This design comes from an exercise in tuning for small area and a short achievable clock period on the open sky130 flow, not from production work.
Only simulation tests tie the RTL to the original design; equivalence was not proved.
No driver is modelled on the clock port, so clocking that relies on it looks cheaper here than on a real chip.
No activity file was given, so power comes from the tool's default toggle rates.

run a:
## fp_mult
module fp_mult(
input logic [31:0]    dataA,
input logic [31:0]    dataB,
input logic clock,
output logic [31:0]   result
);
Size: ~1700 cells after synthesis, about 97 I/O pins, about 18000 µm² of cells after synthesis.
==> flow/config.mk <==
export PLATFORM = sky130hd
export DESIGN_NAME = fp_mult
export DESIGN_NICKNAME = fp_mult
export VERILOG_FILES = /design/flow/design.v
export SDC_FILE = /design/flow/constraint.sdc
export NUM_CORES = 4
export LEC_CHECK = 0
export CAP_MARGIN = 50
export CORE_MARGIN = 2
export CORE_UTILIZATION = 40
export HOLD_SLACK_MARGIN = 0.1
export PLACE_DENSITY = 0.75
export SETUP_SLACK_MARGIN = 5
export SLEW_MARGIN = 60
export SYNTH_HIERARCHICAL = 1
==> flow/constraint.sdc <==
create_clock -name core_clock -period 9.0 [get_ports {clock}]
set_input_delay 1.8000 -clock core_clock [delete_from_list [all_inputs] [get_ports {clock}]]
set_output_delay 1.8000 -clock core_clock [all_outputs]
set_load 0.01 [all_outputs]
standard.sh (not shown) runs the stock make flow with config.mk's settings and CLKGATE_MAP_FILE= SYNTH_SCRIPT=/design/flow/synth_recipe.tcl, a recipe that flattens the netlist after the stock synthesis.
==> flow/flow/run.sh <==
#!/bin/bash
set -o pipefail
export BUFFER_PORTS_ARGS="-buffer_cell sky130_fd_sc_hd__buf_2"
export POST_CTS_TCL="$PWD/flow/skew.tcl"
export SKEW_CELL="${SKEW_CELL:-sky130_fd_sc_hd__clkdlybuf4s25_1}"
export SKEW_BUF="${SKEW_BUF:-sky130_fd_sc_hd__clkbuf_8}"
bash standard.sh > standard.log 2>&1
==> flow/flow/skew.tcl <==
set block [ord::get_db_block]
set db [ord::get_db]
set dly_master [$db findMaster $::env(SKEW_CELL)]
set buf_master [$db findMaster $::env(SKEW_BUF)]
set late {^(r2_|cl\$|s2\$|nan2\$|inf2\$|zero2\$|er2\\?\[|result\\?\[)}
set groups [dict create]
foreach inst [$block getInsts] {
  if {![regexp $late [$inst getName]]} continue
  set it [$inst findITerm CLK]
  if {$it eq "NULL" || $it eq ""} continue
  set net [$it getNet]
  dict lappend groups [$net getName] $it
}
set k 0
set moved 0
dict for {netname iterms} $groups {
  set net [$block findNet $netname]
  set mid_net [odb::dbNet_create $block "clk_late_mid_$k"]
  $mid_net setSigType CLOCK
  set late_net [odb::dbNet_create $block "clk_late_$k"]
  $late_net setSigType CLOCK
  set dly [odb::dbInst_create $block $dly_master "clk_late_dly_$k"]
  [$dly findITerm A] connect $net
  [$dly findITerm X] connect $mid_net
  set buf [odb::dbInst_create $block $buf_master "clk_late_buf_$k"]
  [$buf findITerm A] connect $mid_net
  [$buf findITerm X] connect $late_net
  set sx 0; set sy 0
  foreach it $iterms {
    $it disconnect
    $it connect $late_net
    set loc [[$it getInst] getLocation]
    set sx [expr {$sx + [lindex $loc 0]}]
    set sy [expr {$sy + [lindex $loc 1]}]
  }
  set n [llength $iterms]
  incr moved $n
  $dly setLocation [expr {$sx / $n}] [expr {$sy / $n}]
  $dly setPlacementStatus PLACED
  $buf setLocation [expr {$sx / $n}] [expr {$sy / $n}]
  $buf setPlacementStatus PLACED
  incr k
}
puts "skew: $moved registers on $k leaf nets moved behind $::env(SKEW_CELL) and $::env(SKEW_BUF)"
detailed_placement
check_placement -verbose
estimate_parasitics -placement
report_clock_skew
--- input diff run a..run b ---
- PLACE_DENSITY removed (was 0.75)
- CORE_UTILIZATION changed from 40 to 60
## What came out
Compared with run a, run b shows a higher global-route usage.
The share of post-route cells with drive strength above 1 on run a is in line with that on run b.
Fmax was higher in the run labelled run a.

Starting RTL as in the previous note.
export LEC_CHECK = 0
export CAP_MARGIN = 50
export CORE_MARGIN = 2
export CORE_UTILIZATION = 40
export HOLD_SLACK_MARGIN = 0.1
export SETUP_SLACK_MARGIN = 5
export SLEW_MARGIN = 60
export SYNTH_HIERARCHICAL = 1
create_clock -name core_clock -period 9.0 [get_ports {clock}]
==> flow/flow/run.sh <==
#!/bin/bash
set -o pipefail
export BUFFER_PORTS_ARGS="-buffer_cell sky130_fd_sc_hd__buf_2"
export POST_CTS_TCL="$PWD/flow/skew.tcl"
export SKEW_R2="${SKEW_R2:-sky130_fd_sc_hd__clkdlybuf4s18_1 sky130_fd_sc_hd__clkdlybuf4s15_1 sky130_fd_sc_hd__clkbuf_8}"
export SKEW_R3="${SKEW_R3:-sky130_fd_sc_hd__clkdlybuf4s15_1 sky130_fd_sc_hd__clkbuf_8}"
bash standard.sh > standard.log 2>&1
==> flow/flow/skew.tcl <==
set block [ord::get_db_block]
set db [ord::get_db]
set rank2 {^r2_(1[7-9]|2[0-9]|3[0-7])_}
set rank3 {^(r2_|cl\$|s2\$|nan2\$|inf2\$|zero2\$|er2\\?\[|result\\?\[)}
set groups [dict create]
foreach inst [$block getInsts] {
  set nm [$inst getName]
  if {[regexp $rank2 $nm]} {
    set r 2
  } elseif {[regexp $rank3 $nm]} {
    set r 3
  } else {
    continue
  }
  set it [$inst findITerm CLK]
  if {$it eq "NULL" || $it eq ""} continue
  dict lappend groups "$r [[$it getNet] getName]" $it
}
set k 0
set moved 0
dict for {key iterms} $groups {
  lassign $key r netname
  set net [$block findNet $netname]
  set sx 0; set sy 0
  foreach it $iterms {
    set loc [[$it getInst] getLocation]
    set sx [expr {$sx + [lindex $loc 0]}]
    set sy [expr {$sy + [lindex $loc 1]}]
  }
  set n [llength $iterms]
  set x [expr {$sx / $n}]
  set y [expr {$sy / $n}]
  set j 0
  foreach cell $::env(SKEW_R$r) {
    set out [odb::dbNet_create $block "clk_skew_net_${k}_$j"]
    $out setSigType CLOCK
    set c [odb::dbInst_create $block [$db findMaster $cell] "clk_skew_${k}_$j"]
    [$c findITerm A] connect $net
    [$c findITerm X] connect $out
    $c setLocation $x $y
    $c setPlacementStatus PLACED
    set net $out
    incr j
  }
  foreach it $iterms {
    $it disconnect
    $it connect $net
  }
  incr moved $n
  incr k
}
puts "skew: $moved registers in $k groups; rank 2 behind $::env(SKEW_R2); rank 3 behind $::env(SKEW_R3)"
detailed_placement
check_placement -verbose
estimate_parasitics -placement
report_clock_skew
The first run finished with timing, DRC and antenna clean.
Next try:
==> flow/flow/run.sh (replaced) <==
#!/bin/bash
set -o pipefail
export BUFFER_PORTS_ARGS="-buffer_cell sky130_fd_sc_hd__buf_2"
export PRE_CTS_TCL="$PWD/flow/skew.tcl"
export SKEW_CELL="sky130_fd_sc_hd__clkdlybuf4s25_1"
bash standard.sh > standard.log 2>&1
==> flow/flow/skew.tcl (replaced) <==
set block [ord::get_db_block]
set db [ord::get_db]
set clk_net [$block findNet clock]
set dly_master [$db findMaster $::env(SKEW_CELL)]
set late_net [odb::dbNet_create $block clk_late]
$late_net setSigType CLOCK
set dly [odb::dbInst_create $block $dly_master clk_late_dly]
[$dly findITerm A] connect $clk_net
[$dly findITerm X] connect $late_net
set n 0
set sx 0
set sy 0
foreach inst [$block getInsts] {
  set nm [$inst getName]
  if {![regexp {^(r2_|cl\$|s2\$|nan2\$|inf2\$|zero2\$|er2\[|result\[)} $nm]} continue
  set it [$inst findITerm CLK]
  if {$it eq "NULL" || $it eq ""} continue
  $it disconnect
  $it connect $late_net
  set loc [$inst getLocation]
  incr sx [lindex $loc 0]
  incr sy [lindex $loc 1]
  incr n
}
puts "skew: $n registers moved to clk_late"
$dly setLocation [expr {$sx / $n}] [expr {$sy / $n}]
$dly setPlacementStatus PLACED
--- a/flow/config.mk
+++ b/flow/config.mk
@@ -11 +10,0 @@
-export HOLD_SLACK_MARGIN = 0.1
Outcome: Flip-flop and latch count does not change. Final cell count went down by 0.81%. Total power is about the same. Utilization went down by 0.23 points. Critical path depth went up by 7. Global-route usage went up by 0.39 points. Routed wire length stays flat. Sequential power stays flat. Combinational power hardly moves.
Next try:
==> flow/flow/run.sh (replaced) <==
#!/bin/bash
set -o pipefail
export BUFFER_PORTS_ARGS="-buffer_cell sky130_fd_sc_hd__buf_2"
export POST_CTS_TCL="$PWD/flow/skew.tcl"
export SKEW_CELL="${SKEW_CELL:-sky130_fd_sc_hd__clkdlybuf4s50_1}"
export SKEW_BUF="${SKEW_BUF:-sky130_fd_sc_hd__clkbuf_8}"
bash standard.sh > standard.log 2>&1
==> flow/flow/skew.tcl (replaced) <==
set block [ord::get_db_block]
set db [ord::get_db]
set dly_master [$db findMaster $::env(SKEW_CELL)]
set buf_master [$db findMaster $::env(SKEW_BUF)]
set late {^(r2_|cl\$|s2\$|nan2\$|inf2\$|zero2\$|er2\\?\[|result\\?\[)}
set groups [dict create]
foreach inst [$block getInsts] {
  if {![regexp $late [$inst getName]]} continue
  set it [$inst findITerm CLK]
  if {$it eq "NULL" || $it eq ""} continue
  set net [$it getNet]
  dict lappend groups [$net getName] $it
}
set k 0
set moved 0
dict for {netname iterms} $groups {
  set net [$block findNet $netname]
  set mid_net [odb::dbNet_create $block "clk_late_mid_$k"]
  $mid_net setSigType CLOCK
  set late_net [odb::dbNet_create $block "clk_late_$k"]
  $late_net setSigType CLOCK
  set dly [odb::dbInst_create $block $dly_master "clk_late_dly_$k"]
  [$dly findITerm A] connect $net
  [$dly findITerm X] connect $mid_net
  set buf [odb::dbInst_create $block $buf_master "clk_late_buf_$k"]
  [$buf findITerm A] connect $mid_net
  [$buf findITerm X] connect $late_net
  set sx 0; set sy 0
  foreach it $iterms {
    $it disconnect
    $it connect $late_net
    set loc [[$it getInst] getLocation]
    set sx [expr {$sx + [lindex $loc 0]}]
    set sy [expr {$sy + [lindex $loc 1]}]
  }
  set n [llength $iterms]
  incr moved $n
  $dly setLocation [expr {$sx / $n}] [expr {$sy / $n}]
  $dly setPlacementStatus PLACED
  $buf setLocation [expr {$sx / $n}] [expr {$sy / $n}]
  $buf setPlacementStatus PLACED
  incr k
}
puts "skew: $moved registers on $k leaf nets moved behind $::env(SKEW_CELL) and $::env(SKEW_BUF)"
detailed_placement
check_placement -verbose
estimate_parasitics -placement
report_clock_skew
--- a/flow/config.mk
+++ b/flow/config.mk
@@ -10,0 +11 @@
+export HOLD_SLACK_MARGIN = 0.1
- wire length falls by 0.58%
- critical path depth falls by 7
- total power falls by 1.3%
- area after synthesis is unchanged
- setup slack improved by 0.17 ns
- first-iteration DRC count falls by 16%
- maximum frequency rises by 5.1%
- clock power falls by about 8%
- hold slack got worse by 0.26 ns
- flip-flop and latch count does not change
- cell area rises by 0.56%
Next try:
--- a/flow/flow/run.sh
+++ b/flow/flow/run.sh
@@ -5 +5 @@
-export SKEW_CELL="${SKEW_CELL:-sky130_fd_sc_hd__clkdlybuf4s50_1}"
+export SKEW_CELL="${SKEW_CELL:-sky130_fd_sc_hd__clkdlybuf4s25_1}"
--- a/flow/config.mk
+++ b/flow/config.mk
@@ -10,0 +11,2 @@
+export CTS_CLUSTER_DIAMETER = 60
+export CTS_CLUSTER_SIZE = 30
What happened:
- via count fell by 0.33%
- total power hardly moves
- sequential power barely changes
- final area fell by 0.64%
- die area does not change
- core utilization fell by 0.29 points
- hold slack improved by 0.025 ns
- fmax rose by 6.7%
- critical path depth rose by 7
- global-route usage stays flat
- routed wire length is about the same

[separate check: timing with driven ports]
Ports are ideal in the flow. The routed layouts listed here were re-timed in OpenROAD.
Step 1, drivers: a clkbuf_16 drives clock and a buf_2 each remaining input, both assumed.
Step 2, shift: input delay + t, output delay - t, t = (earliest + latest rising clock arrival at the registers) / 2. This alone moves slack from input paths to output paths.
Slacks: ideal ports / drivers / drivers and shift; pairs: ideal ports / drivers.
| run | t, ns | setup slack, ns | latest minus earliest clock arrival (ns) |
|---|---|---|---|
| run a | 0.704 | 5.673 / 5.673 / 5.673 | 0.454 / 0.454 |
| run b | 0.705 | 5.605 / 5.605 / 5.605 | 0.450 / 0.450 |
| the first run of note 2 | 0.804 | 5.862 / 5.808 / 5.877 | 0.571 / 0.572 |
| the second run of note 2 | 0.952 | 5.389 / 5.389 / 5.389 | 0.128 / 0.128 |
| the third run of note 2 | 0.858 | 5.563 / 5.510 / 5.746 | 0.686 / 0.687 |
| the fourth run of note 2 | 0.746 | 5.778 / 5.732 / 5.778 | 0.460 / 0.460 |
Clock arrivals are far apart in 5 of these runs, so t is only a midpoint there and step 2 fits no single register.
